Context: an optimization exercise on an open-source flow, tuned for small area. The choices shown serve that exercise and are no tape-out recipe. Function was checked by simulation only, so behaviour that the tests miss may differ from the original. Power figures rest on the tool's default switching activity, not on a simulated workload.

==> v19: inputs <==
==> flow/design.v <==
module color_pwm
(
    input         CLK,          
    input         RST,          
    input         BUTTON,       
    output        RGB0_Red,     
    output        RGB0_Green,   
    output        RGB0_Blue     
);
    localparam [19:0] MR = 20'h80000;
    localparam [19:0] MS = 20'h40002;
    localparam [19:0] MG = 20'h40010;
    reg  [19:0] yr;    
    reg  [19:0] yg;    
    reg  [19:0] ys;    
    reg  [1:0]  ka;
    reg  [1:0]  kb;
    wire ka0_next     = ~(ka[0] ^ ka[1]);
    wire f            = ka[0] & ka[1];           
    wire check_button = f | (~ka[0] & ~ka[1] & ~kb[0] & ~kb[1]);
    wire step         = BUTTON & check_button;
    wire [19:0] xr = yr ^ MR;
    wire [19:0] xg = yg ^ MG;
    wire [19:0] xs = ys ^ MS;
    wire [19:0] xr_next = { xr[18:0], xr[19] ^ xr[16] ^ ~(|xr[18:0]) };
    wire [19:0] xs_next = { xs[18:0], xs[19] ^ xs[16] ^ ~(|xs[18:0]) };
    wire [19:0] xg_prev = { xg[0] ^ xg[17] ^ ~(|xg[19:1]), xg[19:1] };
    wire eq_r = (yr ^ ys) == (MR ^ MS);
    wire eq_g = (yg ^ ys) == (MG ^ MS);
    wire [19:0] yr_first = { MR[18:0], MR[19] ^ MR[16] ^ ~(|MR[18:0]) } ^ MR;
    wire [19:0] yg_first = { MG[0] ^ MG[17] ^ ~(|MG[19:1]), MG[19:1] } ^ MG;
    wire [19:0] ys_first = { MS[18:0], MS[19] ^ MS[16] ^ ~(|MS[18:0]) } ^ MS;
    always @(posedge CLK)
    begin
        if (f)
        begin
            yr <= yr_first;
            yg <= yg_first;
            ys <= ys_first & {20{step}};
            kb <= 2'b01;
        end
        else
        begin
            yr <= eq_r ? 20'd0 : (xr_next ^ MR);
            yg <= eq_g ? 20'd0 : (xg_prev ^ MG);
            ys <= ((xs_next ^ MS) & {20{step}}) | (ys & ~{20{step}});
            kb <= { kb[0], ~kb[1] };
        end
    end
    always @(posedge CLK or posedge RST)
    begin
        if (RST)
        begin
            ka <= 2'b11;
        end
        else
        begin
            ka <= { ka[0] & ~ka[1], ka0_next };
        end
    end
    assign RGB0_Red   = ~f & (| yr);
    assign RGB0_Green = ~f & (| yg);
    assign RGB0_Blue  = ~f & (| yg);
endmodule
==> flow/flow/run.sh <==
#!/bin/bash
# Own layout flow: the standard synthesis, then the combinational logic
# re-mapped by ABC with area-oriented scripts, keeping the smallest result
# (registers, and their names
# and cell types, left exactly as the standard synthesis made them), then
# the standard layout from floorplan on, with the port buffers and the
# clock tree built from small cells and no CTS dummy loads.
# Each tool's output goes to a log file of its own in the work folder.
set -euo pipefail
W=$PWD
F=$W/flow
R=$W/orfs/results/$FLOW_PLATFORM/color_pwm/base
LIB=$FLOW_HOME/platforms/$FLOW_PLATFORM/lib/sky130_fd_sc_hd__tt_025C_1v80.lib

# 1. standard synthesis
bash standard.sh synth > $W/log_1_standard_synth.log 2>&1

# 2. re-map the combinational logic
cp $R/1_2_yosys.v $W/standard_1_2_yosys.v
DU=""
for c in $(cat $F/dont_use.txt); do DU="$DU -dont_use $c"; done
# each ABC script in flow/remap_*.abc is tried; the smallest result is kept
best=""; best_area=""
for s in $F/remap_*.abc; do
  n=$(basename $s .abc)
  cat > $W/$n.ys <<EOF
read_liberty -ignore_miss_func $LIB
read_verilog $W/standard_1_2_yosys.v
hierarchy -top $FLOW_TOP
blackbox sky130_fd_sc_hd__*df* sky130_fd_sc_hd__dl* sky130_fd_sc_hd__conb*
flatten -noscopeinfo
opt_clean
abc -script $s -liberty $LIB $DU
opt_clean -purge
splitnets
opt_clean -purge
insbuf -buf sky130_fd_sc_hd__buf_4 A X
write_verilog -noattr -noexpr -nohex -nodec $W/$n.v
EOF
  if yosys -s $W/$n.ys > $W/log_2_${n}_yosys.log 2>&1 && \
     yosys -p "read_liberty -lib $LIB; read_verilog $W/$n.v; hierarchy -check -top $FLOW_TOP; check -assert; stat -liberty $LIB" > $W/log_2_${n}_check_yosys.log 2>&1; then
    a=$(grep "Chip area" $W/log_2_${n}_check_yosys.log | tail -1 | awk '{print $NF}')
    echo "$n $a" >> $W/remap_areas.txt
    if [[ -n "$a" ]] && { [[ -z "$best_area" ]] || python3 -c "import sys; sys.exit(0 if $a < $best_area else 1)"; }; then
      best=$n; best_area=$a
    fi
  fi
done
echo "chosen $best $best_area" >> $W/remap_areas.txt
[[ -n "$best" ]]
cp $W/$best.v $W/remapped_1_2_yosys.v
cp $W/remapped_1_2_yosys.v $R/1_2_yosys.v
rm -f $R/1_synth.odb $R/1_synth.sdc

# 3. standard layout from the re-mapped netlist
export BUFFER_PORTS_ARGS="-buffer_cell sky130_fd_sc_hd__buf_1"
export CTS_ARGS="-sink_clustering_enable -repair_clock_nets -dont_use_dummy_load -buf_list sky130_fd_sc_hd__clkbuf_4"
bash standard.sh finish > $W/log_3_standard_finish.log 2>&1
==> flow/flow/dont_use.txt <==
sky130_fd_sc_hd__probe_p_8
sky130_fd_sc_hd__probec_p_8
sky130_fd_sc_hd__lpflow_bleeder_1
sky130_fd_sc_hd__lpflow_clkbufkapwr_1
sky130_fd_sc_hd__lpflow_clkbufkapwr_16
sky130_fd_sc_hd__lpflow_clkbufkapwr_2
sky130_fd_sc_hd__lpflow_clkbufkapwr_4
sky130_fd_sc_hd__lpflow_clkbufkapwr_8
sky130_fd_sc_hd__lpflow_clkinvkapwr_1
sky130_fd_sc_hd__lpflow_clkinvkapwr_16
sky130_fd_sc_hd__lpflow_clkinvkapwr_2
sky130_fd_sc_hd__lpflow_clkinvkapwr_4
sky130_fd_sc_hd__lpflow_clkinvkapwr_8
sky130_fd_sc_hd__lpflow_decapkapwr_12
sky130_fd_sc_hd__lpflow_decapkapwr_3
sky130_fd_sc_hd__lpflow_decapkapwr_4
sky130_fd_sc_hd__lpflow_decapkapwr_6
sky130_fd_sc_hd__lpflow_decapkapwr_8
sky130_fd_sc_hd__lpflow_inputiso0n_1
sky130_fd_sc_hd__lpflow_inputiso0p_1
sky130_fd_sc_hd__lpflow_inputiso1n_1
sky130_fd_sc_hd__lpflow_inputiso1p_1
sky130_fd_sc_hd__lpflow_inputisolatch_1
sky130_fd_sc_hd__lpflow_isobufsrc_1
sky130_fd_sc_hd__lpflow_isobufsrc_16
sky130_fd_sc_hd__lpflow_isobufsrc_2
sky130_fd_sc_hd__lpflow_isobufsrc_4
sky130_fd_sc_hd__lpflow_isobufsrc_8
sky130_fd_sc_hd__lpflow_isobufsrckapwr_16
sky130_fd_sc_hd__lpflow_lsbuf_lh_hl_isowell_tap_1
sky130_fd_sc_hd__lpflow_lsbuf_lh_hl_isowell_tap_2
sky130_fd_sc_hd__lpflow_lsbuf_lh_hl_isowell_tap_4
sky130_fd_sc_hd__lpflow_lsbuf_lh_isowell_4
sky130_fd_sc_hd__lpflow_lsbuf_lh_isowell_tap_1
sky130_fd_sc_hd__lpflow_lsbuf_lh_isowell_tap_2
sky130_fd_sc_hd__lpflow_lsbuf_lh_isowell_tap_4
==> flow/flow/remap_01.abc <==
strash
ifraig
dc2
dch -f
amap
topo
==> flow/flow/remap_02.abc <==
strash
ifraig
dc2
dch -f
amap -F 4 -A 8
topo
==> flow/flow/remap_03.abc <==
strash
ifraig
dc2
rewrite -z
refactor -z
dch -f
amap -F 4 -A 8
topo
==> flow/flow/remap_04.abc <==
strash
ifraig
dc2
rewrite -z
resub -z
refactor -z
dch -f
amap -F 4 -A 8
topo
==> flow/flow/remap_05.abc <==
strash
ifraig
dc2
rewrite -z
refactor -z
dch -f
amap
topo
==> flow/flow/remap_06.abc <==
strash
ifraig
dc2
dch -f
amap -F 8 -A 16
topo
==> flow/flow/remap_07.abc <==
strash
&get -n
&synch2
&put
dch -f
amap -F 4 -A 8
topo
==> flow/flow/remap_08.abc <==
strash
&get -n
&syn4
&put
dch -f
amap -F 4 -A 8
topo
==> flow/flow/remap_09.abc <==
strash
balance
dc2
dch -f
amap -F 4 -A 8
topo
==> flow/flow/remap_10.abc <==
strash
&get -n
&dch -f
&put
amap -F 4 -A 8
topo
==> flow/flow/remap_11.abc <==
strash
&get -n
&dc2
&put
dch -f
amap -F 4 -A 8
topo
==> flow/flow/remap_12.abc <==
strash
&get -n
&syn2
&put
dch -f
amap -F 4 -A 8
topo
==> flow/standard.sh <==
#!/bin/bash
# synth_recipe.tcl (not shown) runs the flow's synth.tcl, then flattens the netlist and writes it again
# the make line also repeats each setting of config.mk as NAME=value (left out here)
make -C /OpenROAD-flow-scripts/flow DESIGN_CONFIG=/design/flow/config.mk WORK_HOME=/design/flow/orfs CLKGATE_MAP_FILE= SYNTH_SCRIPT=/design/flow/synth_recipe.tcl "${@:-finish}"
==> flow/config.mk <==
export PLATFORM = sky130hd
export DESIGN_NAME = color_pwm
export DESIGN_NICKNAME = color_pwm
export VERILOG_FILES = /design/flow/design.v
export SDC_FILE = /design/flow/constraint.sdc
export NUM_CORES = 4
export LEC_CHECK = 0
export CAP_MARGIN = 20
export CORE_MARGIN = 2
export CORE_UTILIZATION = 40
export PLACE_DENSITY = 0.6
export SLEW_MARGIN = 20
==> flow/constraint.sdc <==
create_clock -name core_clock -period 4.0 [get_ports {CLK}]
set_input_delay 0.8000 -clock core_clock [delete_from_list [all_inputs] [get_ports {CLK}]]
set_output_delay 0.8000 -clock core_clock [all_outputs]
set_load 0.01 [all_outputs]
==> inputs of v25, as changes to v19 <==
==> flow/design.v (replaced) <==
module color_pwm
(
    input         CLK,          
    input         RST,          
    input         BUTTON,       
    output        RGB0_Red,     
    output        RGB0_Green,   
    output        RGB0_Blue     
);
    localparam [19:0] MR = 20'hfb20d;
    localparam [19:0] MS = 20'h22264;
    localparam [19:0] MG = 20'h33145;
    reg         f;     
    reg  [19:0] yr;    
    reg  [19:0] yg;    
    reg  [19:0] ys;    
    reg  [1:0]  ka;
    reg  [1:0]  kb;
    wire check_button = ~(ka[0] | ka[1] | kb[0] | kb[1]);
    wire step         = BUTTON & check_button;
    wire [19:0] xr = yr ^ MR;
    wire [19:0] xg = yg ^ MG;
    wire [19:0] xs = ys ^ MS;
    wire [19:0] xr_next = { xr[18:0], xr[19] ^ xr[16] ^ ~(|xr[18:0]) };
    wire [19:0] xs_next = { xs[18:0], xs[19] ^ xs[16] ^ ~(|xs[18:0]) };
    wire [19:0] xg_prev = { xg[0] ^ xg[17] ^ ~(|xg[19:1]), xg[19:1] };
    wire eq_r = (yr ^ ys) == (MR ^ MS);
    wire eq_g = (yg ^ ys) == (MG ^ MS);
    wire [19:0] yr_first = { MR[18:0], MR[19] ^ MR[16] ^ ~(|MR[18:0]) } ^ MR;
    wire [19:0] yg_first = { MG[0] ^ MG[17] ^ ~(|MG[19:1]), MG[19:1] } ^ MG;
    always @(posedge CLK)
    begin
        if (f)
        begin
            yr <= yr_first;
            yg <= yg_first;
        end
        else
        begin
            yr <= eq_r ? 20'd0 : (xr_next ^ MR);
            yg <= eq_g ? 20'd0 : (xg_prev ^ MG);
        end
    end
    always @(posedge CLK or posedge RST)
    begin
        if (RST)
        begin
            f  <= 1'b1;
            ys <= 20'd0;
            ka <= 2'd0;
            kb <= 2'd0;
        end
        else
        begin
            f  <= 1'b0;
            if (step)
                ys <= xs_next ^ MS;
            ka <= { ka[0], ~(ka[0] | ka[1]) };
            kb <= { kb[0], ~kb[1] };
        end
    end
    assign RGB0_Red   = ~f & (| yr);
    assign RGB0_Green = ~f & (| yg);
    assign RGB0_Blue  = ~f & (| yg);
endmodule
==> flow/run.sh (new file) <==
#!/bin/bash
# synth_recipe.tcl (not shown) runs the flow's synth.tcl, then flattens the netlist and writes it again
# the make line also repeats each setting of config.mk as NAME=value (left out here)
make -C /OpenROAD-flow-scripts/flow DESIGN_CONFIG=/design/flow/config.mk WORK_HOME=/design/flow/orfs CLKGATE_MAP_FILE= SYNTH_SCRIPT=/design/flow/synth_recipe.tcl finish
removed: flow/flow/run.sh
removed: flow/flow/dont_use.txt
removed: flow/flow/remap_01.abc
removed: flow/flow/remap_02.abc
removed: flow/flow/remap_03.abc
removed: flow/flow/remap_04.abc
removed: flow/flow/remap_05.abc
removed: flow/flow/remap_06.abc
removed: flow/flow/remap_07.abc
removed: flow/flow/remap_08.abc
removed: flow/flow/remap_09.abc
removed: flow/flow/remap_10.abc
removed: flow/flow/remap_11.abc
removed: flow/flow/remap_12.abc
removed: flow/standard.sh
==> inputs of v26, as changes to v19 <==
--- a/flow/design.v
+++ b/flow/design.v
@@ -7,9 +7,9 @@
     output        RGB0_Green,   
     output        RGB0_Blue     
 );
-    localparam [19:0] MR = 20'h80000;
-    localparam [19:0] MS = 20'h40002;
-    localparam [19:0] MG = 20'h40010;
+    localparam [19:0] MR = 20'h49249;
+    localparam [19:0] MS = 20'h00000;
+    localparam [19:0] MG = 20'h80004;
     reg  [19:0] yr;    
     reg  [19:0] yg;    
     reg  [19:0] ys;    
@@ -17,7 +17,7 @@
     reg  [1:0]  kb;
     wire ka0_next     = ~(ka[0] ^ ka[1]);
     wire f            = ka[0] & ka[1];           
-    wire check_button = f | (~ka[0] & ~ka[1] & ~kb[0] & ~kb[1]);
+    wire check_button = ka0_next & ~kb[0] & ~kb[1];
     wire step         = BUTTON & check_button;
     wire [19:0] xr = yr ^ MR;
     wire [19:0] xg = yg ^ MG;
@@ -37,14 +37,12 @@
             yr <= yr_first;
             yg <= yg_first;
             ys <= ys_first & {20{step}};
-            kb <= 2'b01;
         end
         else
         begin
             yr <= eq_r ? 20'd0 : (xr_next ^ MR);
             yg <= eq_g ? 20'd0 : (xg_prev ^ MG);
             ys <= ((xs_next ^ MS) & {20{step}}) | (ys & ~{20{step}});
-            kb <= { kb[0], ~kb[1] };
         end
     end
     always @(posedge CLK or posedge RST)
@@ -52,10 +50,12 @@
         if (RST)
         begin
             ka <= 2'b11;
+            kb <= 2'b00;
         end
         else
         begin
             ka <= { ka[0] & ~ka[1], ka0_next };
+            kb <= { kb[0], ~kb[1] };
         end
     end
     assign RGB0_Red   = ~f & (| yr);
==> flow/flow/run.sh (replaced) <==
#!/bin/bash
# Own layout flow: the standard synthesis, then the combinational logic
# re-mapped by ABC with an area-oriented script (registers, and their names
# and cell types, left exactly as the standard synthesis made them), then
# the standard layout from floorplan on, with the port buffers and the
# clock tree built from small cells and no CTS dummy loads.
# Each tool's output goes to a log file of its own in the work folder.
set -euo pipefail
W=$PWD
F=$W/flow
R=$W/orfs/results/$FLOW_PLATFORM/color_pwm/base
LIB=$FLOW_HOME/platforms/$FLOW_PLATFORM/lib/sky130_fd_sc_hd__tt_025C_1v80.lib

# 1. standard synthesis
bash standard.sh synth > $W/log_1_standard_synth.log 2>&1

# 2. re-map the combinational logic
cp $R/1_2_yosys.v $W/standard_1_2_yosys.v
DU=""
for c in $(cat $F/dont_use.txt); do DU="$DU -dont_use $c"; done
cat > $W/remap.ys <<EOF
read_liberty -ignore_miss_func $LIB
read_verilog $W/standard_1_2_yosys.v
hierarchy -top $FLOW_TOP
blackbox sky130_fd_sc_hd__*df* sky130_fd_sc_hd__dl* sky130_fd_sc_hd__conb*
flatten -noscopeinfo
opt_clean
stat -liberty $LIB
abc -script $F/remap.abc -liberty $LIB $DU
opt_clean -purge
splitnets
opt_clean -purge
insbuf -buf sky130_fd_sc_hd__buf_4 A X
write_verilog -noattr -noexpr -nohex -nodec $W/remapped_1_2_yosys.v
EOF
yosys -s $W/remap.ys > $W/log_2_remap_yosys.log 2>&1
yosys -p "read_liberty -lib $LIB; read_verilog $W/remapped_1_2_yosys.v; hierarchy -check -top $FLOW_TOP; check -assert; stat -liberty $LIB" > $W/log_2_check_yosys.log 2>&1
cp $W/remapped_1_2_yosys.v $R/1_2_yosys.v
rm -f $R/1_synth.odb $R/1_synth.sdc

# 3. standard layout from the re-mapped netlist
export BUFFER_PORTS_ARGS="-buffer_cell sky130_fd_sc_hd__buf_1"
export CTS_ARGS="-sink_clustering_enable -repair_clock_nets -dont_use_dummy_load -buf_list sky130_fd_sc_hd__clkbuf_4"
bash standard.sh finish > $W/log_3_standard_finish.log 2>&1
==> flow/flow/remap.abc (new file) <==
strash
ifraig
dc2
dch -f
amap
removed: flow/flow/remap_01.abc
removed: flow/flow/remap_02.abc
removed: flow/flow/remap_03.abc
removed: flow/flow/remap_04.abc
removed: flow/flow/remap_05.abc
removed: flow/flow/remap_06.abc
removed: flow/flow/remap_07.abc
removed: flow/flow/remap_08.abc
removed: flow/flow/remap_09.abc
removed: flow/flow/remap_10.abc
removed: flow/flow/remap_11.abc
removed: flow/flow/remap_12.abc
==> qor summary <==
metric	v19	v25	v26
Total net switching power	212 uW	352 uW	288 uW
Outcome	timing/DRC/antenna clean	timing/DRC/antenna clean	timing/DRC/antenna clean
R2R Setup Slk	1.08 ns	1.58 ns	1.51 ns
Via-to-Cell Ratio	6.01	5.23	5.64
Final total power	968 uW	1.37 mW	1.11 mW
Wire length on met1	2870 um	2780 um	3150 um
Fraction of cell area in non-clock buffers	0.0130	0.0199	0.0202
Final-layout clock buffer total	9	11	9
Die Ht	81.7 um	84.7 um	84.1 um
Post-layout minimum cycle time	3.30 ns	2.69 ns	2.73 ns
ClkCell Share	0.0260	0.0593	0.0242
# Taps	75	77	77
Multi-input comb cells	154	168	186
Sinks on the clock net	64	65	64
Number of non-clock buffers in the layout	7	6	10
Static power due to leakage	0.915 nW	1.12 nW	0.998 nW

[afterwards: timing with drivers on the ports]
How much do the figures lean on ideal ports? The routed layouts below were timed once more, with nothing changed but the port constraints.
Step 1 (the two cells are an assumption about what drives the block):
set clk [get_ports {CLK}]
set_driving_cell -lib_cell sky130_fd_sc_hd__clkbuf_16 $clk
set_driving_cell -lib_cell sky130_fd_sc_hd__buf_2 [delete_from_list [all_inputs] $clk]
Step 2 moves the port delays by t, midway between the first and last clock arrival at a register: inputs arrive t later, outputs are due t later. That takes back most of the time a late clock gives input paths.
Three values: no drivers, after step 1, after step 2; two values: the first two.
run	t (ns)	setup slack, ns	hold slack, ns
v19	0.432	0.703 / 0.677 / 1.081	0.340 / 0.338 / 0.403
v25	0.354	1.314 / 1.286 / 1.576	0.376 / 0.376 / 0.376
v26	0.425	1.270 / 1.240 / 1.506	0.211 / 0.200 / 0.386
After both steps every run listed still meets setup and hold.
